Background: an optimization exercise with open tools, aiming at small area. Do not read the settings as production practice.
Where RTL was checked, it was by simulation tests only, not by an equivalence proof against the original.
Only the layout flow was run in run 4; the RTL was not checked for function there.

### design/flow/config.mk
export PLATFORM = sky130hd
export DESIGN_NAME = soc_top
export DESIGN_NICKNAME = soc_top
export VERILOG_FILES = /design/flow/design.v
export SDC_FILE = /design/flow/constraint.sdc
export NUM_CORES = 4
export LEC_CHECK = 0
export CAP_MARGIN = 10
export CORE_MARGIN = 2
export CORE_UTILIZATION = 60
export SLEW_MARGIN = 10
### design/flow/design.v
module fsm_engine (
    input  wire        clk,
    input  wire        rst,
    input  wire [3:0]  sensor_in,
    output reg  [2:0]  action_out
);
    typedef enum logic [1:0] {
        IDLE  = 2'b00,
        WALK  = 2'b01,
        TURN  = 2'b10,
        STOP  = 2'b11
    } state_t;
    state_t state, next_state;
    always_ff @(posedge clk or posedge rst) begin
        if (rst)
            state <= IDLE;
        else
            state <= next_state;
    end
    always_comb begin
        case (state)
            IDLE:  next_state = sensor_in[0] ? WALK : IDLE;
            WALK:  next_state = sensor_in[1] ? TURN : WALK;
            TURN:  next_state = sensor_in[2] ? STOP : TURN;
            STOP:  next_state = IDLE;
            default: next_state = IDLE;
        endcase
    end
    always_comb begin
        case (state)
            IDLE:  action_out = 3'b000;
            WALK:  action_out = 3'b001;
            TURN:  action_out = 3'b010;
            STOP:  action_out = 3'b100;
            default: action_out = 3'b000;
        endcase
    end
endmodule
module pid_controller (
    input  wire             clk,
    input  wire             rst,
    input  wire signed [15:0] ref_in,
    input  wire signed [15:0] y,
    output reg  signed [15:0] u_out
);
    reg [15:0] ne, ne1, ne2, jb;
    wire walk = (ref_in == 16'd1000);
    wire turn = (ref_in == 16'hfe0c);
    wire [15:0] ne_d;
    wire [4:0] ne_d_c;
    assign ne_d_c[0] = 1'b0;
    assign ne_d[0] = y[0] ^ 1'b0 ^ ne_d_c[0];
    assign ne_d_c[1] = (y[0] & 1'b0) | (ne_d_c[0] & (y[0] ^ 1'b0));
    assign ne_d[1] = y[1] ^ 1'b0 ^ ne_d_c[1];
    assign ne_d_c[2] = (y[1] & 1'b0) | (ne_d_c[1] & (y[1] ^ 1'b0));
    assign ne_d[2] = y[2] ^ turn ^ ne_d_c[2];
    assign ne_d_c[3] = (y[2] & turn) | (ne_d_c[2] & (y[2] ^ turn));
    assign ne_d[3] = y[3] ^ walk ^ ne_d_c[3];
    assign ne_d_c[4] = (y[3] & walk) | (ne_d_c[3] & (y[3] ^ walk));
    wire ne_d_p4 = y[4] ^ (walk | turn);
    wire ne_d_g4 = y[4] & (walk | turn);
    wire ne_d_p5 = y[5] ^ turn;
    wire ne_d_g5 = y[5] & turn;
    wire ne_d_p6 = y[6] ^ turn;
    wire ne_d_g6 = y[6] & turn;
    wire ne_d_p7 = y[7] ^ turn;
    wire ne_d_g7 = y[7] & turn;
    wire ne_d_p8 = y[8] ^ turn;
    wire ne_d_g8 = y[8] & turn;
    wire ne_d_p9 = y[9] ^ 1'b0;
    wire ne_d_g9 = y[9] & 1'b0;
    wire ne_d_p10 = y[10] ^ walk;
    wire ne_d_g10 = y[10] & walk;
    wire ne_d_p11 = y[11] ^ walk;
    wire ne_d_g11 = y[11] & walk;
    wire ne_d_p12 = y[12] ^ walk;
    wire ne_d_g12 = y[12] & walk;
    wire ne_d_p13 = y[13] ^ walk;
    wire ne_d_g13 = y[13] & walk;
    wire ne_d_p14 = y[14] ^ walk;
    wire ne_d_g14 = y[14] & walk;
    wire ne_d_p15 = y[15] ^ walk;
    wire ne_d_g15 = y[15] & walk;
    wire ne_d_G0_1 = ne_d_g5 | (ne_d_p5 & ne_d_g4);
    wire ne_d_P0_1 = ne_d_p5 & ne_d_p4;
    wire ne_d_G0_3 = ne_d_g7 | (ne_d_p7 & ne_d_g6);
    wire ne_d_P0_3 = ne_d_p7 & ne_d_p6;
    wire ne_d_G0_5 = ne_d_g9 | (ne_d_p9 & ne_d_g8);
    wire ne_d_P0_5 = ne_d_p9 & ne_d_p8;
    wire ne_d_G0_7 = ne_d_g11 | (ne_d_p11 & ne_d_g10);
    wire ne_d_P0_7 = ne_d_p11 & ne_d_p10;
    wire ne_d_G0_9 = ne_d_g13 | (ne_d_p13 & ne_d_g12);
    wire ne_d_P0_9 = ne_d_p13 & ne_d_p12;
    wire ne_d_G0_11 = ne_d_g15 | (ne_d_p15 & ne_d_g14);
    wire ne_d_P0_11 = ne_d_p15 & ne_d_p14;
    wire ne_d_G1_2 = ne_d_g6 | (ne_d_p6 & ne_d_G0_1);
    wire ne_d_P1_2 = ne_d_p6 & ne_d_P0_1;
    wire ne_d_G1_3 = ne_d_G0_3 | (ne_d_P0_3 & ne_d_G0_1);
    wire ne_d_P1_3 = ne_d_P0_3 & ne_d_P0_1;
    wire ne_d_G1_6 = ne_d_g10 | (ne_d_p10 & ne_d_G0_5);
    wire ne_d_P1_6 = ne_d_p10 & ne_d_P0_5;
    wire ne_d_G1_7 = ne_d_G0_7 | (ne_d_P0_7 & ne_d_G0_5);
    wire ne_d_P1_7 = ne_d_P0_7 & ne_d_P0_5;
    wire ne_d_G1_10 = ne_d_g14 | (ne_d_p14 & ne_d_G0_9);
    wire ne_d_P1_10 = ne_d_p14 & ne_d_P0_9;
    wire ne_d_G1_11 = ne_d_G0_11 | (ne_d_P0_11 & ne_d_G0_9);
    wire ne_d_P1_11 = ne_d_P0_11 & ne_d_P0_9;
    wire ne_d_G2_4 = ne_d_g8 | (ne_d_p8 & ne_d_G1_3);
    wire ne_d_P2_4 = ne_d_p8 & ne_d_P1_3;
    wire ne_d_G2_5 = ne_d_G0_5 | (ne_d_P0_5 & ne_d_G1_3);
    wire ne_d_P2_5 = ne_d_P0_5 & ne_d_P1_3;
    wire ne_d_G2_6 = ne_d_G1_6 | (ne_d_P1_6 & ne_d_G1_3);
    wire ne_d_P2_6 = ne_d_P1_6 & ne_d_P1_3;
    wire ne_d_G2_7 = ne_d_G1_7 | (ne_d_P1_7 & ne_d_G1_3);
    wire ne_d_P2_7 = ne_d_P1_7 & ne_d_P1_3;
    wire ne_d_G3_8 = ne_d_g12 | (ne_d_p12 & ne_d_G2_7);
    wire ne_d_P3_8 = ne_d_p12 & ne_d_P2_7;
    wire ne_d_G3_9 = ne_d_G0_9 | (ne_d_P0_9 & ne_d_G2_7);
    wire ne_d_P3_9 = ne_d_P0_9 & ne_d_P2_7;
    wire ne_d_G3_10 = ne_d_G1_10 | (ne_d_P1_10 & ne_d_G2_7);
    wire ne_d_P3_10 = ne_d_P1_10 & ne_d_P2_7;
    wire ne_d_G3_11 = ne_d_G1_11 | (ne_d_P1_11 & ne_d_G2_7);
    wire ne_d_P3_11 = ne_d_P1_11 & ne_d_P2_7;
    assign ne_d[4] = ne_d_p4 ^ ne_d_c[4];
    assign ne_d[5] = ne_d_p5 ^ (ne_d_g4 | (ne_d_p4 & ne_d_c[4]));
    assign ne_d[6] = ne_d_p6 ^ (ne_d_G0_1 | (ne_d_P0_1 & ne_d_c[4]));
    assign ne_d[7] = ne_d_p7 ^ (ne_d_G1_2 | (ne_d_P1_2 & ne_d_c[4]));
    assign ne_d[8] = ne_d_p8 ^ (ne_d_G1_3 | (ne_d_P1_3 & ne_d_c[4]));
    assign ne_d[9] = ne_d_p9 ^ (ne_d_G2_4 | (ne_d_P2_4 & ne_d_c[4]));
    assign ne_d[10] = ne_d_p10 ^ (ne_d_G2_5 | (ne_d_P2_5 & ne_d_c[4]));
    assign ne_d[11] = ne_d_p11 ^ (ne_d_G2_6 | (ne_d_P2_6 & ne_d_c[4]));
    assign ne_d[12] = ne_d_p12 ^ (ne_d_G2_7 | (ne_d_P2_7 & ne_d_c[4]));
    assign ne_d[13] = ne_d_p13 ^ (ne_d_G3_8 | (ne_d_P3_8 & ne_d_c[4]));
    assign ne_d[14] = ne_d_p14 ^ (ne_d_G3_9 | (ne_d_P3_9 & ne_d_c[4]));
    assign ne_d[15] = ne_d_p15 ^ (ne_d_G3_10 | (ne_d_P3_10 & ne_d_c[4]));
    wire [15:0] jb_d;
    wire [4:0] jb_d_c;
    assign jb_d_c[0] = 1'b0;
    assign jb_d[0] = jb[0] ^ ne2[0] ^ jb_d_c[0];
    assign jb_d_c[1] = (jb[0] & ne2[0]) | (jb_d_c[0] & (jb[0] ^ ne2[0]));
    assign jb_d[1] = jb[1] ^ ne2[1] ^ jb_d_c[1];
    assign jb_d_c[2] = (jb[1] & ne2[1]) | (jb_d_c[1] & (jb[1] ^ ne2[1]));
    assign jb_d[2] = jb[2] ^ ne2[2] ^ jb_d_c[2];
    assign jb_d_c[3] = (jb[2] & ne2[2]) | (jb_d_c[2] & (jb[2] ^ ne2[2]));
    assign jb_d[3] = jb[3] ^ ne2[3] ^ jb_d_c[3];
    assign jb_d_c[4] = (jb[3] & ne2[3]) | (jb_d_c[3] & (jb[3] ^ ne2[3]));
    wire jb_d_p4 = jb[4] ^ ne2[4];
    wire jb_d_g4 = jb[4] & ne2[4];
    wire jb_d_p5 = jb[5] ^ ne2[5];
    wire jb_d_g5 = jb[5] & ne2[5];
    wire jb_d_p6 = jb[6] ^ ne2[6];
    wire jb_d_g6 = jb[6] & ne2[6];
    wire jb_d_p7 = jb[7] ^ ne2[7];
    wire jb_d_g7 = jb[7] & ne2[7];
    wire jb_d_p8 = jb[8] ^ ne2[8];
    wire jb_d_g8 = jb[8] & ne2[8];
    wire jb_d_p9 = jb[9] ^ ne2[9];
    wire jb_d_g9 = jb[9] & ne2[9];
    wire jb_d_p10 = jb[10] ^ ne2[10];
    wire jb_d_g10 = jb[10] & ne2[10];
    wire jb_d_p11 = jb[11] ^ ne2[11];
    wire jb_d_g11 = jb[11] & ne2[11];
    wire jb_d_p12 = jb[12] ^ ne2[12];
    wire jb_d_g12 = jb[12] & ne2[12];
    wire jb_d_p13 = jb[13] ^ ne2[13];
    wire jb_d_g13 = jb[13] & ne2[13];
    wire jb_d_p14 = jb[14] ^ ne2[14];
    wire jb_d_g14 = jb[14] & ne2[14];
    wire jb_d_p15 = jb[15] ^ ne2[15];
    wire jb_d_g15 = jb[15] & ne2[15];
    wire jb_d_G0_1 = jb_d_g5 | (jb_d_p5 & jb_d_g4);
    wire jb_d_P0_1 = jb_d_p5 & jb_d_p4;
    wire jb_d_G0_3 = jb_d_g7 | (jb_d_p7 & jb_d_g6);
    wire jb_d_P0_3 = jb_d_p7 & jb_d_p6;
    wire jb_d_G0_5 = jb_d_g9 | (jb_d_p9 & jb_d_g8);
    wire jb_d_P0_5 = jb_d_p9 & jb_d_p8;
    wire jb_d_G0_7 = jb_d_g11 | (jb_d_p11 & jb_d_g10);
    wire jb_d_P0_7 = jb_d_p11 & jb_d_p10;
    wire jb_d_G0_9 = jb_d_g13 | (jb_d_p13 & jb_d_g12);
    wire jb_d_P0_9 = jb_d_p13 & jb_d_p12;
    wire jb_d_G0_11 = jb_d_g15 | (jb_d_p15 & jb_d_g14);
    wire jb_d_P0_11 = jb_d_p15 & jb_d_p14;
    wire jb_d_G1_2 = jb_d_g6 | (jb_d_p6 & jb_d_G0_1);
    wire jb_d_P1_2 = jb_d_p6 & jb_d_P0_1;
    wire jb_d_G1_3 = jb_d_G0_3 | (jb_d_P0_3 & jb_d_G0_1);
    wire jb_d_P1_3 = jb_d_P0_3 & jb_d_P0_1;
    wire jb_d_G1_6 = jb_d_g10 | (jb_d_p10 & jb_d_G0_5);
    wire jb_d_P1_6 = jb_d_p10 & jb_d_P0_5;
    wire jb_d_G1_7 = jb_d_G0_7 | (jb_d_P0_7 & jb_d_G0_5);
    wire jb_d_P1_7 = jb_d_P0_7 & jb_d_P0_5;
    wire jb_d_G1_10 = jb_d_g14 | (jb_d_p14 & jb_d_G0_9);
    wire jb_d_P1_10 = jb_d_p14 & jb_d_P0_9;
    wire jb_d_G1_11 = jb_d_G0_11 | (jb_d_P0_11 & jb_d_G0_9);
    wire jb_d_P1_11 = jb_d_P0_11 & jb_d_P0_9;
    wire jb_d_G2_4 = jb_d_g8 | (jb_d_p8 & jb_d_G1_3);
    wire jb_d_P2_4 = jb_d_p8 & jb_d_P1_3;
    wire jb_d_G2_5 = jb_d_G0_5 | (jb_d_P0_5 & jb_d_G1_3);
    wire jb_d_P2_5 = jb_d_P0_5 & jb_d_P1_3;
    wire jb_d_G2_6 = jb_d_G1_6 | (jb_d_P1_6 & jb_d_G1_3);
    wire jb_d_P2_6 = jb_d_P1_6 & jb_d_P1_3;
    wire jb_d_G2_7 = jb_d_G1_7 | (jb_d_P1_7 & jb_d_G1_3);
    wire jb_d_P2_7 = jb_d_P1_7 & jb_d_P1_3;
    wire jb_d_G3_8 = jb_d_g12 | (jb_d_p12 & jb_d_G2_7);
    wire jb_d_P3_8 = jb_d_p12 & jb_d_P2_7;
    wire jb_d_G3_9 = jb_d_G0_9 | (jb_d_P0_9 & jb_d_G2_7);
    wire jb_d_P3_9 = jb_d_P0_9 & jb_d_P2_7;
    wire jb_d_G3_10 = jb_d_G1_10 | (jb_d_P1_10 & jb_d_G2_7);
    wire jb_d_P3_10 = jb_d_P1_10 & jb_d_P2_7;
    wire jb_d_G3_11 = jb_d_G1_11 | (jb_d_P1_11 & jb_d_G2_7);
    wire jb_d_P3_11 = jb_d_P1_11 & jb_d_P2_7;
    assign jb_d[4] = jb_d_p4 ^ jb_d_c[4];
    assign jb_d[5] = jb_d_p5 ^ (jb_d_g4 | (jb_d_p4 & jb_d_c[4]));
    assign jb_d[6] = jb_d_p6 ^ (jb_d_G0_1 | (jb_d_P0_1 & jb_d_c[4]));
    assign jb_d[7] = jb_d_p7 ^ (jb_d_G1_2 | (jb_d_P1_2 & jb_d_c[4]));
    assign jb_d[8] = jb_d_p8 ^ (jb_d_G1_3 | (jb_d_P1_3 & jb_d_c[4]));
    assign jb_d[9] = jb_d_p9 ^ (jb_d_G2_4 | (jb_d_P2_4 & jb_d_c[4]));
    assign jb_d[10] = jb_d_p10 ^ (jb_d_G2_5 | (jb_d_P2_5 & jb_d_c[4]));
    assign jb_d[11] = jb_d_p11 ^ (jb_d_G2_6 | (jb_d_P2_6 & jb_d_c[4]));
    assign jb_d[12] = jb_d_p12 ^ (jb_d_G2_7 | (jb_d_P2_7 & jb_d_c[4]));
    assign jb_d[13] = jb_d_p13 ^ (jb_d_G3_8 | (jb_d_P3_8 & jb_d_c[4]));
    assign jb_d[14] = jb_d_p14 ^ (jb_d_G3_9 | (jb_d_P3_9 & jb_d_c[4]));
    assign jb_d[15] = jb_d_p15 ^ (jb_d_G3_10 | (jb_d_P3_10 & jb_d_c[4]));
    wire [15:0] s1, c1;
    assign s1[0] = jb[0];
    assign c1[0] = 1'b0;
    assign s1[1] = ne[0] ^ ne1[0] ^ jb[1];
    assign c1[1] = (ne[0] & ne1[0]) | (jb[1] & (ne[0] ^ ne1[0]));
    assign s1[2] = ne[1] ^ ne1[1] ^ jb[2];
    assign c1[2] = (ne[1] & ne1[1]) | (jb[2] & (ne[1] ^ ne1[1]));
    assign s1[3] = ne[2] ^ ne1[2] ^ jb[3];
    assign c1[3] = (ne[2] & ne1[2]) | (jb[3] & (ne[2] ^ ne1[2]));
    assign s1[4] = ne[3] ^ ne1[3] ^ jb[4];
    assign c1[4] = (ne[3] & ne1[3]) | (jb[4] & (ne[3] ^ ne1[3]));
    assign s1[5] = ne[4] ^ ne1[4] ^ jb[5];
    assign c1[5] = (ne[4] & ne1[4]) | (jb[5] & (ne[4] ^ ne1[4]));
    assign s1[6] = ne[5] ^ ne1[5] ^ jb[6];
    assign c1[6] = (ne[5] & ne1[5]) | (jb[6] & (ne[5] ^ ne1[5]));
    assign s1[7] = ne[6] ^ ne1[6] ^ jb[7];
    assign c1[7] = (ne[6] & ne1[6]) | (jb[7] & (ne[6] ^ ne1[6]));
    assign s1[8] = ne[7] ^ ne1[7] ^ jb[8];
    assign c1[8] = (ne[7] & ne1[7]) | (jb[8] & (ne[7] ^ ne1[7]));
    assign s1[9] = ne[8] ^ ne1[8] ^ jb[9];
    assign c1[9] = (ne[8] & ne1[8]) | (jb[9] & (ne[8] ^ ne1[8]));
    assign s1[10] = ne[9] ^ ne1[9] ^ jb[10];
    assign c1[10] = (ne[9] & ne1[9]) | (jb[10] & (ne[9] ^ ne1[9]));
    assign s1[11] = ne[10] ^ ne1[10] ^ jb[11];
    assign c1[11] = (ne[10] & ne1[10]) | (jb[11] & (ne[10] ^ ne1[10]));
    assign s1[12] = ne[11] ^ ne1[11] ^ jb[12];
    assign c1[12] = (ne[11] & ne1[11]) | (jb[12] & (ne[11] ^ ne1[11]));
    assign s1[13] = ne[12] ^ ne1[12] ^ jb[13];
    assign c1[13] = (ne[12] & ne1[12]) | (jb[13] & (ne[12] ^ ne1[12]));
    assign s1[14] = ne[13] ^ ne1[13] ^ jb[14];
    assign c1[14] = (ne[13] & ne1[13]) | (jb[14] & (ne[13] ^ ne1[13]));
    assign s1[15] = ne[14] ^ ne1[14] ^ jb[15];
    assign c1[15] = (ne[14] & ne1[14]) | (jb[15] & (ne[14] ^ ne1[14]));
    wire [15:0] u_s;
    wire [3:0] u_s_c;
    assign u_s_c[0] = 1'b0;
    assign u_s[0] = s1[0] ^ 1'b0 ^ u_s_c[0];
    assign u_s_c[1] = (s1[0] & 1'b0) | (u_s_c[0] & (s1[0] ^ 1'b0));
    assign u_s[1] = s1[1] ^ c1[0] ^ u_s_c[1];
    assign u_s_c[2] = (s1[1] & c1[0]) | (u_s_c[1] & (s1[1] ^ c1[0]));
    assign u_s[2] = s1[2] ^ c1[1] ^ u_s_c[2];
    assign u_s_c[3] = (s1[2] & c1[1]) | (u_s_c[2] & (s1[2] ^ c1[1]));
    wire u_s_p3 = s1[3] ^ c1[2];
    wire u_s_g3 = s1[3] & c1[2];
    wire u_s_p4 = s1[4] ^ c1[3];
    wire u_s_g4 = s1[4] & c1[3];
    wire u_s_p5 = s1[5] ^ c1[4];
    wire u_s_g5 = s1[5] & c1[4];
    wire u_s_p6 = s1[6] ^ c1[5];
    wire u_s_g6 = s1[6] & c1[5];
    wire u_s_p7 = s1[7] ^ c1[6];
    wire u_s_g7 = s1[7] & c1[6];
    wire u_s_p8 = s1[8] ^ c1[7];
    wire u_s_g8 = s1[8] & c1[7];
    wire u_s_p9 = s1[9] ^ c1[8];
    wire u_s_g9 = s1[9] & c1[8];
    wire u_s_p10 = s1[10] ^ c1[9];
    wire u_s_g10 = s1[10] & c1[9];
    wire u_s_p11 = s1[11] ^ c1[10];
    wire u_s_g11 = s1[11] & c1[10];
    wire u_s_p12 = s1[12] ^ c1[11];
    wire u_s_g12 = s1[12] & c1[11];
    wire u_s_p13 = s1[13] ^ c1[12];
    wire u_s_g13 = s1[13] & c1[12];
    wire u_s_p14 = s1[14] ^ c1[13];
    wire u_s_g14 = s1[14] & c1[13];
    wire u_s_p15 = s1[15] ^ c1[14];
    wire u_s_g15 = s1[15] & c1[14];
    wire u_s_G0_1 = u_s_g4 | (u_s_p4 & u_s_g3);
    wire u_s_P0_1 = u_s_p4 & u_s_p3;
    wire u_s_G0_3 = u_s_g6 | (u_s_p6 & u_s_g5);
    wire u_s_P0_3 = u_s_p6 & u_s_p5;
    wire u_s_G0_5 = u_s_g8 | (u_s_p8 & u_s_g7);
    wire u_s_P0_5 = u_s_p8 & u_s_p7;
    wire u_s_G0_7 = u_s_g10 | (u_s_p10 & u_s_g9);
    wire u_s_P0_7 = u_s_p10 & u_s_p9;
    wire u_s_G0_9 = u_s_g12 | (u_s_p12 & u_s_g11);
    wire u_s_P0_9 = u_s_p12 & u_s_p11;
    wire u_s_G0_11 = u_s_g14 | (u_s_p14 & u_s_g13);
    wire u_s_P0_11 = u_s_p14 & u_s_p13;
    wire u_s_G1_2 = u_s_g5 | (u_s_p5 & u_s_G0_1);
    wire u_s_P1_2 = u_s_p5 & u_s_P0_1;
    wire u_s_G1_3 = u_s_G0_3 | (u_s_P0_3 & u_s_G0_1);
    wire u_s_P1_3 = u_s_P0_3 & u_s_P0_1;
    wire u_s_G1_6 = u_s_g9 | (u_s_p9 & u_s_G0_5);
    wire u_s_P1_6 = u_s_p9 & u_s_P0_5;
    wire u_s_G1_7 = u_s_G0_7 | (u_s_P0_7 & u_s_G0_5);
    wire u_s_P1_7 = u_s_P0_7 & u_s_P0_5;
    wire u_s_G1_10 = u_s_g13 | (u_s_p13 & u_s_G0_9);
    wire u_s_P1_10 = u_s_p13 & u_s_P0_9;
    wire u_s_G1_11 = u_s_G0_11 | (u_s_P0_11 & u_s_G0_9);
    wire u_s_P1_11 = u_s_P0_11 & u_s_P0_9;
    wire u_s_G2_4 = u_s_g7 | (u_s_p7 & u_s_G1_3);
    wire u_s_P2_4 = u_s_p7 & u_s_P1_3;
    wire u_s_G2_5 = u_s_G0_5 | (u_s_P0_5 & u_s_G1_3);
    wire u_s_P2_5 = u_s_P0_5 & u_s_P1_3;
    wire u_s_G2_6 = u_s_G1_6 | (u_s_P1_6 & u_s_G1_3);
    wire u_s_P2_6 = u_s_P1_6 & u_s_P1_3;
    wire u_s_G2_7 = u_s_G1_7 | (u_s_P1_7 & u_s_G1_3);
    wire u_s_P2_7 = u_s_P1_7 & u_s_P1_3;
    wire u_s_G2_12 = u_s_g15 | (u_s_p15 & u_s_G1_11);
    wire u_s_P2_12 = u_s_p15 & u_s_P1_11;
    wire u_s_G3_8 = u_s_g11 | (u_s_p11 & u_s_G2_7);
    wire u_s_P3_8 = u_s_p11 & u_s_P2_7;
    wire u_s_G3_9 = u_s_G0_9 | (u_s_P0_9 & u_s_G2_7);
    wire u_s_P3_9 = u_s_P0_9 & u_s_P2_7;
    wire u_s_G3_10 = u_s_G1_10 | (u_s_P1_10 & u_s_G2_7);
    wire u_s_P3_10 = u_s_P1_10 & u_s_P2_7;
    wire u_s_G3_11 = u_s_G1_11 | (u_s_P1_11 & u_s_G2_7);
    wire u_s_P3_11 = u_s_P1_11 & u_s_P2_7;
    wire u_s_G3_12 = u_s_G2_12 | (u_s_P2_12 & u_s_G2_7);
    wire u_s_P3_12 = u_s_P2_12 & u_s_P2_7;
    assign u_s[3] = u_s_p3 ^ u_s_c[3];
    assign u_s[4] = u_s_p4 ^ (u_s_g3 | (u_s_p3 & u_s_c[3]));
    assign u_s[5] = u_s_p5 ^ (u_s_G0_1 | (u_s_P0_1 & u_s_c[3]));
    assign u_s[6] = u_s_p6 ^ (u_s_G1_2 | (u_s_P1_2 & u_s_c[3]));
    assign u_s[7] = u_s_p7 ^ (u_s_G1_3 | (u_s_P1_3 & u_s_c[3]));
    assign u_s[8] = u_s_p8 ^ (u_s_G2_4 | (u_s_P2_4 & u_s_c[3]));
    assign u_s[9] = u_s_p9 ^ (u_s_G2_5 | (u_s_P2_5 & u_s_c[3]));
    assign u_s[10] = u_s_p10 ^ (u_s_G2_6 | (u_s_P2_6 & u_s_c[3]));
    assign u_s[11] = u_s_p11 ^ (u_s_G2_7 | (u_s_P2_7 & u_s_c[3]));
    assign u_s[12] = u_s_p12 ^ (u_s_G3_8 | (u_s_P3_8 & u_s_c[3]));
    assign u_s[13] = u_s_p13 ^ (u_s_G3_9 | (u_s_P3_9 & u_s_c[3]));
    assign u_s[14] = u_s_p14 ^ (u_s_G3_10 | (u_s_P3_10 & u_s_c[3]));
    assign u_s[15] = u_s_p15 ^ (u_s_G3_11 | (u_s_P3_11 & u_s_c[3]));
    always @(posedge clk or posedge rst) begin
        if (rst) begin
            ne    <= 16'd0;
            ne1   <= 16'd0;
            ne2   <= 16'd0;
            jb    <= 16'hffff;
            u_out <= 16'sd0;
        end else begin
            ne    <= ne_d;
            ne1   <= ne;
            ne2   <= ne1;
            jb    <= jb_d;
            u_out <= ~u_s;
        end
    end
endmodule
module soc_top (
    input  wire        clk,
    input  wire        rst,
    input  wire [3:0]  sensor_in,
    input  wire [15:0] y_feedback,
    output wire [15:0] actuator_out
);
    wire [2:0] action_out;
    wire [15:0] ref_val;
    fsm_engine fsm_inst (
        .clk(clk),
        .rst(rst),
        .sensor_in(sensor_in),
        .action_out(action_out)
    );
    assign ref_val = (action_out == 3'b001) ? 16'd1000 :    
                 (action_out == 3'b010) ? -16'd500 :    
                 16'd0;                                 
    pid_controller pid_inst (
        .clk(clk),
        .rst(rst),
        .ref_in(ref_val),
        .y(y_feedback),
        .u_out(actuator_out)
    );
endmodule
### design/flow/flow/run.sh
#!/bin/bash
# Own layout flow: the standard layout (standard.sh, unchanged synthesis)
# with two changes: the port buffers are sky130_fd_sc_hd__buf_1 instead of
# the cell buffer_ports picks by default, and CTS uses clkbuf_4 (root) and
# clkbuf_8 (sinks) without dummy loads.
set -euo pipefail
CTS="-sink_clustering_enable -repair_clock_nets -dont_use_dummy_load -buf_list {sky130_fd_sc_hd__clkbuf_4 sky130_fd_sc_hd__clkbuf_8} -root_buf sky130_fd_sc_hd__clkbuf_4 -sink_buffer_max_cap_derate 0.01"
bash standard.sh "BUFFER_PORTS_ARGS=-buffer_cell sky130_fd_sc_hd__buf_1" "CTS_ARGS=$CTS" finish > make_finish.log 2>&1
### design/flow/standard.sh
#!/bin/bash
# synth_recipe.tcl (not shown) runs the flow's synth.tcl, then flattens the netlist and writes it again
# the make line also repeats each setting of config.mk as NAME=value (left out here)
make -C /OpenROAD-flow-scripts/flow DESIGN_CONFIG=/design/flow/config.mk WORK_HOME=/design/flow/orfs CLKGATE_MAP_FILE= SYNTH_SCRIPT=/design/flow/synth_recipe.tcl "${@:-finish}"
### design/flow/constraint.sdc
create_clock -name core_clock -period 3.0 [get_ports {clk}]
set_input_delay 0.6000 -clock core_clock [delete_from_list [all_inputs] [get_ports {clk}]]
set_output_delay 0.6000 -clock core_clock [all_outputs]
set_load 0.01 [all_outputs]
==> flow_summary.yaml, run 1 <==
run_status:
  outcome: "finished clean"
worst_hold_path:
  hold_class: "in -> async"
critical_path:
  critPathArrivalTime_ns: 3.20
  r2r_end: "pid_inst.jb[15]"
  cpMaxStageDelayCell: "dfstp_2"
  ff2ff_setup_slack_ns: 0.13
  crit_path_end_kind: "flop"
  critical-path-max-stage-delay_ns: 0.39
  crit_top_cell: "fa_2"
  critical_path_required_ns: 3.34
  rr_worst_depth: 10
  r2r-start: "pid_inst.jb[0]"
  criticalPathCategory: "reg -> reg"
  crit_end: "pid_inst.jb[15]"
  setup.worst_path.start_class: "flop"
  cp-startpoint: "pid_inst.jb[0]"
  crit_chain: "ha_1, fa_2, fa_2, fa_2, a21oi_2, nand4b_1, a21oi_2, o21a_4, a311o_1, xnor2_1"
  cp_max_fo: 3
cts:
  h-tree-depth: 3
  clk-insertion-delay-late_ns: 0.40
  clockBufferDepth: 2
  cts_sinks: 82
  clock-root-buffer: "clkbuf_4"
  path_clk_slew_ns: 0.12
  cts-buffers-inserted: 9
  post_cts_buffers: 0
  cts-hold-fix-buffers: 0
  cts_tree: "done"
synthesis:
  syn_avg_cell_area_um2: 13.1
  seq_area_frac_synth_pct: 52.1
  synthArstFlopShare_pct: 100
  ys_types: 39
  ys.warnings.count: 2
  synth_ff_type: "dfrtp_1"
  syn-num-nets: 387
  synth.ff_latch_count: 82
  synth_edf_count: 0
  synth_cells: 303
  syn-cell-area_um2: 3970
timing:
  drv_slew: 0
  slew_headroom_pct: 55.7
  setup_violations: 0
  clock_skew_ns: 0.0299
  fin_crit_sh_pct: 95.6
  worst_slew_pin_slew_ns: 0.665
  hold_viol: 0
  rsz0062_at_grt: "false"
  max_freq_ghz: 0.349
  finalCriticalPeriod_ns: 2.87
  holdWs_ns: 0.224
  setup_tns_ns: 0
placement:
  hpwl_mm: 4.72
  dpl_cell_area_um2: 4250
  gp_congestion: 0.769
  port_buffers: 36
  dp.cells: 419
floorplanning:
  die_area_um2: 7290
  die_y_um: 85.4
  start_util_pct: 62.2
  coreArea_um2: 6390
  io-pin-count: 38
  die_w_um: 85.4
  rows: 29
detailed_routing:
  routed_wl_mm: 5.93
  num_vias: 2232
  vias_per_cell: 5.21
  antenna_left: 0
  wl_per_cell_um: 13.9
  route.detailed.drc: 0
  drt_pass1_iterations: 4
  drt_first_iter_violations: 82
layout:
  layout-drive-gt1-share_pct: 11.1
  design_area_um2: 4320
  fin_nets: 437
  final_cells: 428
  antennaDiodeCount: 0
  syn_to_final_growth_pct: 8.82
global_route:
  antenna_found_initial: 0
  grt_max_degree: 44
  grt_pass1_vias: 2321
  grt-ovfl-total: 0
  grt_pass1_wl_mm: 10.6
  grt_usage_pct: 19.0
run:
  maxCapViolations: 0
[kinds of logic after synthesis]
| kind of cell | after synthesis | share of synthesized area (%) |
|---|---|---|
| buffers and inverters | 26 | 2.46 |
| DFF | 82 | 52.1 |
| muxes | 1 | 0.252 |
| and+or+nand+nor | 47 | 5.70 |
| adders and majority gates | 62 | 23.5 |
| AOI/OAI and AO/OA | 52 | 8.69 |
| xor gates and xnor gates | 33 | 7.27 |
[routing by layer]
| layer | vias up | routed length, um | GRT usage, % |
|---|---|---|---|
| met1 | 1062 | 2880 | 26.1 |
| li1 | 1117 | - | - |
| met2 | 41 | 2710 | 29.0 |
| met3 | 12 | 213 | 4.67 |
| met4 | 0 | 123 | 8.66 |
| met5 | - | 0 | 0 |
[worst min path at each step]
stage / end / from
floorplan: pid_inst.ne1[15] / pid_inst.ne[15]
global placement: pid_inst.ne1[15] / pid_inst.ne[15]
detailed placement: pid_inst.ne2[15] / pid_inst.ne1[15]
CTS: pid_inst.u_out[14] / rst
global route: pid_inst.ne2[13] / rst
finish: pid_inst.u_out[14] / rst
[cell usage after synthesis (5+ instances only)]
cell type	number	area share [%]
o21ai_0	12	1.5
xor2_1	9	2.0
a21oi_1	14	1.8
fa_1	21	11
dfrtp_1	66	42
xnor2_1	24	5.3
nor3_1	5	0.63
dfstp_2	16	11
a21o_1	5	0.94
nor2_1	15	1.4
nor2b_1	6	0.94
inv_1	25	2.4
ha_1	41	13
nand2_1	10	0.94
[cell type report]
type	instances	area, um2
flip-flops and latches	82	2070
fillers	507	2060
multi-input cells	195	1820
repair buffers	40	178
well taps	77	96.3
inverters	25	95.1
clock buffers	9	67.6
[stage by stage]
stage,setup slack (ns),utilization [%]
after floorplan,0.0565,-
after global placement,-0.0431,66.6
after detailed placement,-0.115,66.6
after CTS,0.0382,67.7
after global routing,0.0334,67.7
final,0.132,67.7
[sequential cells by signal, indices dropped and copies added (netlist names), named ones only]
signal	cells
pid_inst.ne1	16
fsm_inst.state	1
pid_inst.jb	16
pid_inst.u_out	16
pid_inst.ne	16
pid_inst.ne2	16
[worst max-delay path, delay by kind of cell, from the launching register on]
family | cells | cell delay [ns]
AO/OA/AOI/OAI | 4 | 0.80
AND/OR/NAND/NOR | 1 | 0.19
adder cells (fa/ha/maj) | 4 | 1.27
XOR/XNOR | 1 | 0.16
flip-flops | 1 | 0.39
[layout by cell type, fill, tap and decap left out, types with 2 or more instances in the layout]
cell type	n
nor2b_1	6
inv_1	24
buf_4	3
o21a_1	2
dfstp_2	16
a311oi_1	2
ha_1	41
xnor2_1	24
buf_1	36
dfrtp_1	66
fa_2	3
nand4b_1	2
a31oi_1	3
nand3_1	3
clkbuf_4	9
a21boi_0	2
a21oi_1	13
a21oi_2	3
fa_1	18
xor2_1	9
o21ai_0	12
a21o_1	5
nor2_1	15
nand2_1	10
nor3_1	5
[timing repair]
action                     CTS  global route
gates resized for setup      2             0
pin swaps                    2             1
setup endpoints to repair    5             1
==> run 2, diff against run 1 <==
--- a/design/flow/flow/run.sh
+++ b/design/flow/flow/run.sh
@@ -7,2 +7,2 @@
 CTS="-sink_clustering_enable -repair_clock_nets -dont_use_dummy_load -buf_list {sky130_fd_sc_hd__clkbuf_4 sky130_fd_sc_hd__clkbuf_8} -root_buf sky130_fd_sc_hd__clkbuf_4 -sink_buffer_max_cap_derate 0.01"
-bash standard.sh "BUFFER_PORTS_ARGS=-buffer_cell sky130_fd_sc_hd__buf_1" "CTS_ARGS=$CTS" finish > make_finish.log 2>&1
+bash standard.sh "BUFFER_PORTS_ARGS=-buffer_cell sky130_fd_sc_hd__buf_1" "CTS_ARGS=$CTS" RECOVER_POWER=100 finish > make_finish.log 2>&1
==> flow_summary.yaml, run 2 <==
global_route:
  antenna_found_initial: 0
  grt_max_degree: 44
  grt_usage_pct: 19.0
  grt-ovfl-total: 0
  grt_pass1_wl_mm: 10.6
  grt_pass1_vias: 2321
timing:
  max_freq_ghz: 0.347
  hold_viol: 0
  rsz0062_at_grt: "false"
  setup_violations: 0
  finalCriticalPeriod_ns: 2.88
  clock_skew_ns: 0.0298
  worst_slack_ns: 0.120
  slew_headroom_pct: -8.49
  drv_slew: 41
  setup_tns_ns: 0
  worst_slew_pin_slew_ns: 1.62
  fin_crit_sh_pct: 96.0
worst_hold_path:
  hold_class: "in -> reg"
run_status:
  outcome: "failed layout checks"
  violations: "max-capacitance violations, max-slew violations"
synthesis:
  syn-num-nets: 387
  synth_cells: 303
  synthTopCellsByArea: "dfrtp_1 (42%), ha_1 (13%), dfstp_2 (11%)"
  seq_area_frac_synth_pct: 52.1
  synth_top_cell_by_area: "dfrtp_1"
  synthTopCellsByCount: "dfrtp_1 (66), ha_1 (41), inv_1 (25), xnor2_1 (24), fa_1 (21)"
  synth_ff_type: "dfrtp_1"
  ys.warnings.count: 2
  synth.ff_latch_count: 82
  synthArstFlopShare_pct: 100
  syn-cell-area_um2: 3970
  syn_avg_cell_area_um2: 13.1
  synth_edf_count: 0
  ys_types: 39
  synth_most_common_cell: "dfrtp_1"
  synth_top_area_share_pct: 41.6
detailed_routing:
  num_vias: 2240
  wl_per_cell_um: 13.9
  vias_per_cell: 5.23
  antenna_left: 0
  routed_wl_mm: 5.95
  drt_pass1_iterations: 4
  route.detailed.drc: 0
  drt_first_iter_violations: 88
critical_path:
  crit_path_end_kind: "flop"
  critPathArrivalTime_ns: 3.21
  critical_path_required_ns: 3.33
  setup.worst_path.start_class: "flop"
  cp_max_fo: 3
  criticalPathCategory: "reg -> reg"
layout:
  fin_nets: 437
  layout_common_cells: "dfrtp_1 (66), ha_1 (41), buf_1 (36)"
  final_cells: 428
  final_common_cell: "dfrtp_1"
  syn_to_final_growth_pct: 8.34
  layout-drive-gt1-share_pct: 9.69
  fill_cells: 508
  design_area_um2: 4310
  antennaDiodeCount: 0
floorplanning:
  die_y_um: 85.4
  rows: 29
  io-pin-count: 38
  coreArea_um2: 6390
  die_w_um: 85.4
  die_area_um2: 7290
  start_util_pct: 62.2
placement:
  dpl_cell_area_um2: 4250
  hpwl_mm: 4.72
  port_buffers: 36
  dp.cells: 419
  place_ws_ns: -0.115
  gp_congestion: 0.769
cts:
  clock-root-buffer: "clkbuf_4"
  post_cts_buffers: 0
  clockBufferDepth: 2
  cts_tree: "done"
  clk-insertion-delay-late_ns: 0.40
  cts-buffers-inserted: 9
  cts_sinks: 82
  path_clk_slew_ns: 0.11
  h-tree-depth: 3
run:
  maxCapViolations: 1
[run 2: cell counts after synthesis]
Identical to the previous run, type by type.
[run 2: critical path: stages (launching register included)]
cell and delay, ns:
dfstp_1 0.39, ha_1 0.21, fa_2 0.36, fa_2 0.35, fa_2 0.36, a21oi_2 0.15, nand4b_1 0.19, a21oi_2 0.09
o21a_4 0.20, a311o_1 0.36, xnor2_1 0.16
[run 2: final timing paths]
path | to | cells past startpoint | slack, ns | start
max reg2reg | pid_inst.jb[15] | 10 | 0.12 | pid_inst.jb[0]
min in group asynchronous | pid_inst.u_out[14] | 2 | 0.54 | rst
max | pid_inst.jb[15] | 10 | 0.12 | pid_inst.jb[0]
min reg2reg | pid_inst.ne2[15] | 0 | 0.36 | pid_inst.ne1[15]
min | pid_inst.ne[0] | 1 | 0.29 | y_feedback[0]
max in group asynchronous | pid_inst.ne[1] | 3 | 0.81 | rst
[run 2: what timing repair did]
| action | 4_1_cts | 5_1_grt |
|---|---|---|
| pin swaps | 2 | 1 |
| hold endpoints to repair | 0 | 0 |
| setup endpoints to repair | 5 | 1 |
| gates resized for setup | 2 | 0 |
| hold buffers | 0 | 0 |
[run 2: final cells by class]
type | count | area (um2) | share of cell area [%]
multi-input combinational | 195 | 1820 | 42.2
clock buffer | 9 | 67.6 | 1.57
timing repair buffer | 40 | 159 | 3.69
sequential | 82 | 2070 | 48.1
inverter | 25 | 95.1 | 2.21
tap | 77 | 96.3 | 2.24
[run 2: metrics by stage]
stage	hold WS (ns)	util (%)
final	0.286	67.4
after global routing	0.261	67.4
after CTS	0.240	67.7
after detailed placement	0.337	66.6
after global placement	0.334	66.6
after floorplan	0.331	-
[run 2: cell families after synthesis]
| logic type | Yosys count | share of synthesized area [%] |
|---|---|---|
| compound gates | 52 | 8.69 |
| xor+xnor | 33 | 7.27 |
| fa+ha+maj | 62 | 23.5 |
| buf+inv | 26 | 2.46 |
| flops | 82 | 52.1 |
| mux | 1 | 0.252 |
| simple gates | 47 | 5.70 |
[run 2: per-layer routing]
| layer | vias to the layer above | wire length (um) | track usage [%] |
|---|---|---|---|
| met1 | 1069 | 2890 | 26.1 |
| met4 | 0 | 125 | 8.66 |
| li1 | 1117 | - | - |
| met5 | - | 0 | 0 |
| met3 | 13 | 212 | 4.67 |
| met2 | 41 | 2720 | 29.0 |
==> run 3, diff against run 2 <==
--- a/design/flow/flow/run.sh
+++ b/design/flow/flow/run.sh
@@ -7,2 +7,2 @@
 CTS="-sink_clustering_enable -repair_clock_nets -dont_use_dummy_load -buf_list {sky130_fd_sc_hd__clkbuf_4 sky130_fd_sc_hd__clkbuf_8} -root_buf sky130_fd_sc_hd__clkbuf_4 -sink_buffer_max_cap_derate 0.01"
-bash standard.sh "BUFFER_PORTS_ARGS=-buffer_cell sky130_fd_sc_hd__buf_1" "CTS_ARGS=$CTS" RECOVER_POWER=100 finish > make_finish.log 2>&1
+bash standard.sh "BUFFER_PORTS_ARGS=-buffer_cell sky130_fd_sc_hd__buf_1" "CTS_ARGS=$CTS" finish > make_finish.log 2>&1
--- a/design/flow/config.mk
+++ b/design/flow/config.mk
@@ -9,3 +9,3 @@
 export CORE_MARGIN = 2
-export CORE_UTILIZATION = 60
+export CORE_UTILIZATION = 55
 export SLEW_MARGIN = 10
==> flow_summary.yaml, run 3 <==
run_status:
  outcome: "finished clean"
detailed_routing:
  antenna_left: 0
  route.detailed.drc: 0
  drt_first_iter_violations: 91
  vias_per_cell: 5.01
  wl_per_cell_um: 13.1
  num_vias: 2251
  routed_wl_mm: 5.89
  drt_pass1_iterations: 4
timing:
  hold_viol: 0
  fin_crit_sh_pct: 94.8
  slew_headroom_pct: 60.9
  setup_violations: 0
  holdWs_ns: 0.213
  drv_slew: 0
  finalCriticalPeriod_ns: 2.84
  worst_slew_pin_slew_ns: 0.586
  setup_tns_ns: 0
  max_freq_ghz: 0.352
  clock_skew_ns: 0.0267
  rsz0062_at_grt: "true"
synthesis:
  seq_area_frac_synth_pct: 52.1
  synthTopCellsByArea: "dfrtp_1 (42%), ha_1 (13%), dfstp_2 (11%)"
  synth.ff_latch_count: 82
  syn_avg_cell_area_um2: 13.1
  synth_top_cell_by_area: "dfrtp_1"
  synth_edf_count: 0
  synth_top_area_share_pct: 41.6
  ys.warnings.count: 2
  synth_most_common_cell: "dfrtp_1"
  syn-num-nets: 387
  synthArstFlopShare_pct: 100
  syn-cell-area_um2: 3970
  synth_ff_type: "dfrtp_1"
  ys_types: 39
  synth_cells: 303
  synthTopCellsByCount: "dfrtp_1 (66), ha_1 (41), inv_1 (25), xnor2_1 (24), fa_1 (21)"
floorplanning:
  io-pin-count: 38
  die_area_um2: 7920
  coreArea_um2: 6910
  die_w_um: 89
  rows: 30
  start_util_pct: 57.5
  die_y_um: 89
critical_path:
  crit_path_end_kind: "flop"
  cp_max_fo: 3
  setup.worst_path.start_class: "flop"
  critical_path_required_ns: 3.34
  criticalPathCategory: "reg -> reg"
  critPathArrivalTime_ns: 3.19
global_route:
  grt_usage_pct: 17.8
  grt-ovfl-total: 0
  grt_max_degree: 49
  antenna_found_initial: 0
  grt_pass1_wl_mm: 10.4
  grt_pass1_vias: 2243
placement:
  hpwl_mm: 4.61
  gp_congestion: 0.763
  port_buffers: 36
  dp.cells: 440
cts:
  clock-root-buffer: "clkbuf_4"
  clockBufferDepth: 2
  h-tree-depth: 3
  path_clk_slew_ns: 0.12
  cts_tree: "done"
  cts_sinks: 82
  post_cts_buffers: 0
  clk-insertion-delay-late_ns: 0.41
  cts-buffers-inserted: 9
  cts-hold-fix-buffers: 0
layout:
  antennaDiodeCount: 0
  syn_to_final_growth_pct: 9.79
  final_common_cell: "dfrtp_1"
  final_cells: 449
  finish.utilization_pct: 63.2
  fin_nets: 439
  layout_common_cells: "dfrtp_1 (66), ha_1 (41), buf_1 (36)"
  layout-drive-gt1-share_pct: 11.6
worst_hold_path:
  hold_class: "in -> async"
run:
  maxCapViolations: 0
## run 3: through the flow
| step | worst slack, ns | cell area, um2 |
|---|---|---|
| 2_1_floorplan | 0.0565 | 3980 |
| 3_3_place_gp | -0.0515 | 4290 |
| 3_5_place_dp | -0.109 | 4290 |
| 4_1_cts | 0.00197 | 4360 |
| 5_1_grt | -0.00133 | 4360 |
| 6_report | 0.155 | 4360 |
## run 3: cell families (layout without fill, tap and decap cells)
group,count (synthesis),in the layout,synth area share [%]
DFF,82,82,52.1
adders and majority gates,62,62,23.5
AOI/OAI and AO/OA,52,52,8.69
and+or+nand+nor,47,47,5.70
xor gates and xnor gates,33,33,7.27
buffers and inverters,26,76,2.46
muxes,1,1,0.252
## run 3: layout make-up
| type | instances | area, um2 |
|---|---|---|
| multi-input combinational | 195 | 1820 |
| timing repair buffer | 42 | 193 |
| tap | 96 | 120 |
| sequential | 82 | 2070 |
| inverter | 25 | 95.1 |
| fill | 589 | 2540 |
| clock buffer | 9 | 67.6 |
## run 3: critical path, stage by stage, from the launching register on
cell and delay [ns]:
dfrtp_1 0.39, ha_1 0.19, fa_2 0.35, fa_2 0.35, fa_2 0.35, a21oi_2 0.15, nand4b_1 0.19, a21oi_2 0.09
o21a_4 0.20, a311o_1 0.35, xnor2_1 0.17
## run 3: what timing repair did
item,4_1_cts,5_1_grt
pin swaps,1,4
endpoints found under the hold margin,0,0
gates resized for setup,2,1
endpoints found under the setup margin,4,5
## run 3: final timing paths
path,from,end,slack [ns],cells past startpoint
setup / recovery,pid_inst.ne2[0],pid_inst.jb[15],0.16,10
hold / removal,rst,pid_inst.u_out[5],0.21,2
setup reg to reg,pid_inst.ne2[0],pid_inst.jb[15],0.16,10
hold reg to reg,pid_inst.ne[15],pid_inst.ne1[15],0.37,0
max in group asynchronous,rst,pid_inst.jb[8],2.09,3
min in group core_clock,y_feedback[1],pid_inst.ne[1],0.29,1
## run 3: layer usage
metal	share of wire, %	wire [um]	up-vias	global-route usage [%]
li1	-	-	1125	-
met1	50	2960	1081	25.9
met2	45	2640	36	25.8
met3	3.3	194	9	3.79
met4	1.5	90	0	8.14
met5	0	0	-	0
==> run 4, diff against run 3 <==
--- a/design/flow/design.v
+++ b/design/flow/design.v
@@ -182,30 +182,26 @@
     wire jb_d_P0_11 = jb_d_p15 & jb_d_p14;
-    wire jb_d_G1_2 = jb_d_g6 | (jb_d_p6 & jb_d_G0_1);
-    wire jb_d_P1_2 = jb_d_p6 & jb_d_P0_1;
     wire jb_d_G1_3 = jb_d_G0_3 | (jb_d_P0_3 & jb_d_G0_1);
     wire jb_d_P1_3 = jb_d_P0_3 & jb_d_P0_1;
-    wire jb_d_G1_6 = jb_d_g10 | (jb_d_p10 & jb_d_G0_5);
-    wire jb_d_P1_6 = jb_d_p10 & jb_d_P0_5;
     wire jb_d_G1_7 = jb_d_G0_7 | (jb_d_P0_7 & jb_d_G0_5);
     wire jb_d_P1_7 = jb_d_P0_7 & jb_d_P0_5;
-    wire jb_d_G1_10 = jb_d_g14 | (jb_d_p14 & jb_d_G0_9);
-    wire jb_d_P1_10 = jb_d_p14 & jb_d_P0_9;
     wire jb_d_G1_11 = jb_d_G0_11 | (jb_d_P0_11 & jb_d_G0_9);
     wire jb_d_P1_11 = jb_d_P0_11 & jb_d_P0_9;
-    wire jb_d_G2_4 = jb_d_g8 | (jb_d_p8 & jb_d_G1_3);
-    wire jb_d_P2_4 = jb_d_p8 & jb_d_P1_3;
-    wire jb_d_G2_5 = jb_d_G0_5 | (jb_d_P0_5 & jb_d_G1_3);
-    wire jb_d_P2_5 = jb_d_P0_5 & jb_d_P1_3;
-    wire jb_d_G2_6 = jb_d_G1_6 | (jb_d_P1_6 & jb_d_G1_3);
-    wire jb_d_P2_6 = jb_d_P1_6 & jb_d_P1_3;
     wire jb_d_G2_7 = jb_d_G1_7 | (jb_d_P1_7 & jb_d_G1_3);
     wire jb_d_P2_7 = jb_d_P1_7 & jb_d_P1_3;
-    wire jb_d_G3_8 = jb_d_g12 | (jb_d_p12 & jb_d_G2_7);
-    wire jb_d_P3_8 = jb_d_p12 & jb_d_P2_7;
-    wire jb_d_G3_9 = jb_d_G0_9 | (jb_d_P0_9 & jb_d_G2_7);
-    wire jb_d_P3_9 = jb_d_P0_9 & jb_d_P2_7;
-    wire jb_d_G3_10 = jb_d_G1_10 | (jb_d_P1_10 & jb_d_G2_7);
-    wire jb_d_P3_10 = jb_d_P1_10 & jb_d_P2_7;
     wire jb_d_G3_11 = jb_d_G1_11 | (jb_d_P1_11 & jb_d_G2_7);
     wire jb_d_P3_11 = jb_d_P1_11 & jb_d_P2_7;
+    wire jb_d_G4_5 = jb_d_G0_5 | (jb_d_P0_5 & jb_d_G1_3);
+    wire jb_d_P4_5 = jb_d_P0_5 & jb_d_P1_3;
+    wire jb_d_G4_9 = jb_d_G0_9 | (jb_d_P0_9 & jb_d_G2_7);
+    wire jb_d_P4_9 = jb_d_P0_9 & jb_d_P2_7;
+    wire jb_d_G5_2 = jb_d_g6 | (jb_d_p6 & jb_d_G0_1);
+    wire jb_d_P5_2 = jb_d_p6 & jb_d_P0_1;
+    wire jb_d_G5_4 = jb_d_g8 | (jb_d_p8 & jb_d_G1_3);
+    wire jb_d_P5_4 = jb_d_p8 & jb_d_P1_3;
+    wire jb_d_G5_6 = jb_d_g10 | (jb_d_p10 & jb_d_G4_5);
+    wire jb_d_P5_6 = jb_d_p10 & jb_d_P4_5;
+    wire jb_d_G5_8 = jb_d_g12 | (jb_d_p12 & jb_d_G2_7);
+    wire jb_d_P5_8 = jb_d_p12 & jb_d_P2_7;
+    wire jb_d_G5_10 = jb_d_g14 | (jb_d_p14 & jb_d_G4_9);
+    wire jb_d_P5_10 = jb_d_p14 & jb_d_P4_9;
     assign jb_d[4] = jb_d_p4 ^ jb_d_c[4];
@@ -213,11 +209,11 @@
     assign jb_d[6] = jb_d_p6 ^ (jb_d_G0_1 | (jb_d_P0_1 & jb_d_c[4]));
-    assign jb_d[7] = jb_d_p7 ^ (jb_d_G1_2 | (jb_d_P1_2 & jb_d_c[4]));
+    assign jb_d[7] = jb_d_p7 ^ (jb_d_G5_2 | (jb_d_P5_2 & jb_d_c[4]));
     assign jb_d[8] = jb_d_p8 ^ (jb_d_G1_3 | (jb_d_P1_3 & jb_d_c[4]));
-    assign jb_d[9] = jb_d_p9 ^ (jb_d_G2_4 | (jb_d_P2_4 & jb_d_c[4]));
-    assign jb_d[10] = jb_d_p10 ^ (jb_d_G2_5 | (jb_d_P2_5 & jb_d_c[4]));
-    assign jb_d[11] = jb_d_p11 ^ (jb_d_G2_6 | (jb_d_P2_6 & jb_d_c[4]));
+    assign jb_d[9] = jb_d_p9 ^ (jb_d_G5_4 | (jb_d_P5_4 & jb_d_c[4]));
+    assign jb_d[10] = jb_d_p10 ^ (jb_d_G4_5 | (jb_d_P4_5 & jb_d_c[4]));
+    assign jb_d[11] = jb_d_p11 ^ (jb_d_G5_6 | (jb_d_P5_6 & jb_d_c[4]));
     assign jb_d[12] = jb_d_p12 ^ (jb_d_G2_7 | (jb_d_P2_7 & jb_d_c[4]));
-    assign jb_d[13] = jb_d_p13 ^ (jb_d_G3_8 | (jb_d_P3_8 & jb_d_c[4]));
-    assign jb_d[14] = jb_d_p14 ^ (jb_d_G3_9 | (jb_d_P3_9 & jb_d_c[4]));
-    assign jb_d[15] = jb_d_p15 ^ (jb_d_G3_10 | (jb_d_P3_10 & jb_d_c[4]));
+    assign jb_d[13] = jb_d_p13 ^ (jb_d_G5_8 | (jb_d_P5_8 & jb_d_c[4]));
+    assign jb_d[14] = jb_d_p14 ^ (jb_d_G4_9 | (jb_d_P4_9 & jb_d_c[4]));
+    assign jb_d[15] = jb_d_p15 ^ (jb_d_G5_10 | (jb_d_P5_10 & jb_d_c[4]));
     wire [15:0] s1, c1;
--- a/design/flow/config.mk
+++ b/design/flow/config.mk
@@ -9,3 +9,3 @@
 export CORE_MARGIN = 2
-export CORE_UTILIZATION = 55
+export CORE_UTILIZATION = 60
 export SLEW_MARGIN = 10
==> flow_summary.yaml, run 4 <==
layout:
  final_cells: 431
  final_common_cell: "dfrtp_1"
  layout_common_cells: "dfrtp_1 (66), ha_1 (41), buf_1 (36)"
  antennaDiodeCount: 0
  layout-drive-gt1-share_pct: 12.4
  finish.utilization_pct: 68.3
  fin_nets: 440
  seqCellArea_um2: 2070
  fill_cells: 501
  syn_to_final_growth_pct: 9.18
  multiInputGateArea_um2: 1880
cts:
  path_clk_slew_ns: 0.13
  clock-root-buffer: "clkbuf_4"
  cts-buffers-inserted: 9
  h-tree-depth: 3
  cts-hold-fix-buffers: 0
  cts_tree: "done"
  clk-insertion-delay-late_ns: 0.43
  clockBufferDepth: 2
  cts_sinks: 82
placement:
  dp.cells: 421
  port_buffers: 36
  hpwl_mm: 4.72
  gp_congestion: 0.765
  place_ws_ns: -0.131
synthesis:
  synth_top_area_share_pct: 41.1
  syn-num-nets: 387
  syn_avg_cell_area_um2: 13.3
  ys_types: 40
  synth_most_common_cell: "dfrtp_1"
  synthArstFlopShare_pct: 100
  ys.warnings.count: 2
  syn-cell-area_um2: 4020
  synth.ff_latch_count: 82
  synthTopCellsByArea: "dfrtp_1 (41%), ha_1 (13%), dfstp_2 (10%)"
  seq_area_frac_synth_pct: 51.6
  synth_cells: 303
  synthTopCellsByCount: "dfrtp_1 (66), ha_1 (41), fa_1 (21), inv_1 (21), xnor2_1 (19)"
  synth_top_cell_by_area: "dfrtp_1"
  synth_ff_type: "dfrtp_1"
  synth_edf_count: 0
timing:
  finalCriticalPeriod_ns: 2.81
  hold_viol: 0
  setup_violations: 0
  drv_slew: 0
  clock_skew_ns: 0.0336
  rsz0062_at_grt: "false"
  worst_slew_pin_slew_ns: 0.725
  worst_slack_ns: 0.191
  setup_tns_ns: 0
  max_freq_ghz: 0.356
  slew_headroom_pct: 51.6
  fin_crit_sh_pct: 93.6
floorplanning:
  die_y_um: 85.8
  die_area_um2: 7370
  rows: 29
  coreArea_um2: 6420
  start_util_pct: 62.6
  io-pin-count: 38
  die_w_um: 85.8
global_route:
  grt_pass1_vias: 2348
  busiest_layer: "met2"
  grt_max_degree: 44
  antenna_found_initial: 0
  grt_use_met1_pct: 27.8
  grt_pass1_wl_mm: 11.0
  grt_usage_pct: 19.8
  grt-ovfl-total: 0
  met2_usage_pct: 29.3
  grt_use_met3_pct: 6.93
critical_path:
  cpMaxStageDelayCell: "fa_2"
  crit_path_end_kind: "flop"
  critPathTopFamily: "adder cells"
  critPathArrivalTime_ns: 3.15
  timing.critical_path.buf_inv: 0
  critical_path_required_ns: 3.34
  setup.worst_path.start_class: "flop"
  crit_chain: "ha_1, fa_2, fa_2, fa_2, a21oi_2, nand4b_1, and4bb_1, o21bai_2, o31a_1, xnor2_1"
  crit_top_cell: "fa_2"
  cp_max_fo: 3
  criticalPathCategory: "reg -> reg"
  critical-path-max-stage-delay_ns: 0.40
detailed_routing:
  vias_per_cell: 5.35
  wl_per_cell_um: 14.0
  antenna_left: 0
  num_vias: 2307
  route.detailed.drc: 0
  drt_first_iter_violations: 93
  routed_wl_mm: 6.03
  drt_pass1_iterations: 18
run:
  maxCapViolations: 0
run_status:
  outcome: "finished clean"
worst_hold_path:
  hold_class: "in -> async"
[run 4: cell count changes after synthesis, sizes merged, moves of 2 or more]
cell    previous run  this run
xor2               9        15
o211ai             0         2
a211o              0         2
a311oi             2         0
xnor2             24        19
o21bai             0         2
nand2             10         7
a21o               5         7
inv               25        21
[run 4: worst paths after layout]
kind,start,endpoint,slack [ns],cells past startpoint
min reg2reg,pid_inst.ne1[15],pid_inst.ne2[15],0.36,0
max in group asynchronous,rst,pid_inst.jb[5],2.03,3
max,pid_inst.jb[0],pid_inst.jb[15],0.19,10
max reg2reg,pid_inst.jb[0],pid_inst.jb[15],0.19,10
min,rst,pid_inst.ne1[15],0.24,2
min in group core_clock,y_feedback[0],pid_inst.ne[0],0.28,1
[run 4: worst reg2reg max path, cell delays in order, from the launching register on]
cell	delay, ns
dfstp_2	0.39
ha_1	0.20
fa_2	0.35
fa_2	0.36
fa_2	0.40
a21oi_2	0.14
nand4b_1	0.17
and4bb_1	0.23
o21bai_2	0.09
o31a_1	0.25
xnor2_1	0.15
[run 4: cell type report]
type                            instances  share of cell area [%]
Inverter                               21                    1.82
Clock buffer                            9                    1.54
Sequential cell                        82                    47.2
Timing Repair Buffer                   42                    4.39
Tap cell                               77                    2.20
Multi-Input combinational cell        200                    42.8
[run 4: timing repair]
item,in CTS,in global routing
gates resized for setup,4,0
endpoints found under the setup margin,6,5
cloned,0,0
setup buffers,0,1
pin swaps,0,5
[run 4: cell families after synthesis]
group,Yosys count,share of synthesized area (%)
flip-flops,82,51.6
adder cells (fa/ha/maj),62,23.2
AO/OA/AOI/OAI,57,9.99
AND/OR/NAND/NOR,47,5.85
XOR/XNOR,34,7.41
buffers and inverters,21,1.96
[run 4: metrics by stage]
| step | hold WS (ns) | cell area, um2 |
|---|---|---|
| 2_1_floorplan | 0.331 | 4020 |
| 3_3_place_gp | 0.336 | 4300 |
| 3_5_place_dp | 0.336 | 4300 |
| 4_1_cts | 0.233 | 4380 |
| 5_1_grt | 0.252 | 4390 |
| 6_report | 0.244 | 4390 |
[run 4: layer usage]
layer | share of wire (%) | wire (um) | up-vias
met3 | 4.2 | 254 | 10
met5 | 0 | 0 | -
li1 | - | - | 1142
met4 | 1.7 | 104 | 0
met1 | 48 | 2900 | 1107
met2 | 46 | 2770 | 48

## port drivers added, routing unchanged
The flow's constraints put no driver on any port. The routed layouts listed below were extracted and timed again, unchanged, in two steps. Step 1 sets driving cells, clkbuf_16 on the clock port and buf_2 on the other inputs (assumed; they add their load-dependent delay and slew). Step 2 adds t to the input delays and takes it off the output delays; t is the mean of the earliest and latest rising clock arrival at the registers after step 1. Input paths then give back, and output paths get back, about the clock's delay inside the block. Three values: ideal ports, drivers, drivers and shift; two values: the first two.
run	t, ns	setup slack, ns	hold slack, ns	worst setup path after step 2	pins driven straight from the clock port
run 1	0.417	0.132 / 0.132 / 0.132	0.224 / 0.217 / 0.361	register to register	1
run 2	0.415	0.120 / 0.120 / 0.120	0.286 / 0.279 / 0.361	register to register	1
run 3	0.424	0.155 / 0.155 / 0.155	0.213 / 0.205 / 0.366	register to register	1
run 4	0.437	0.191 / 0.191 / 0.191	0.244 / 0.235 / 0.364	register to register	1
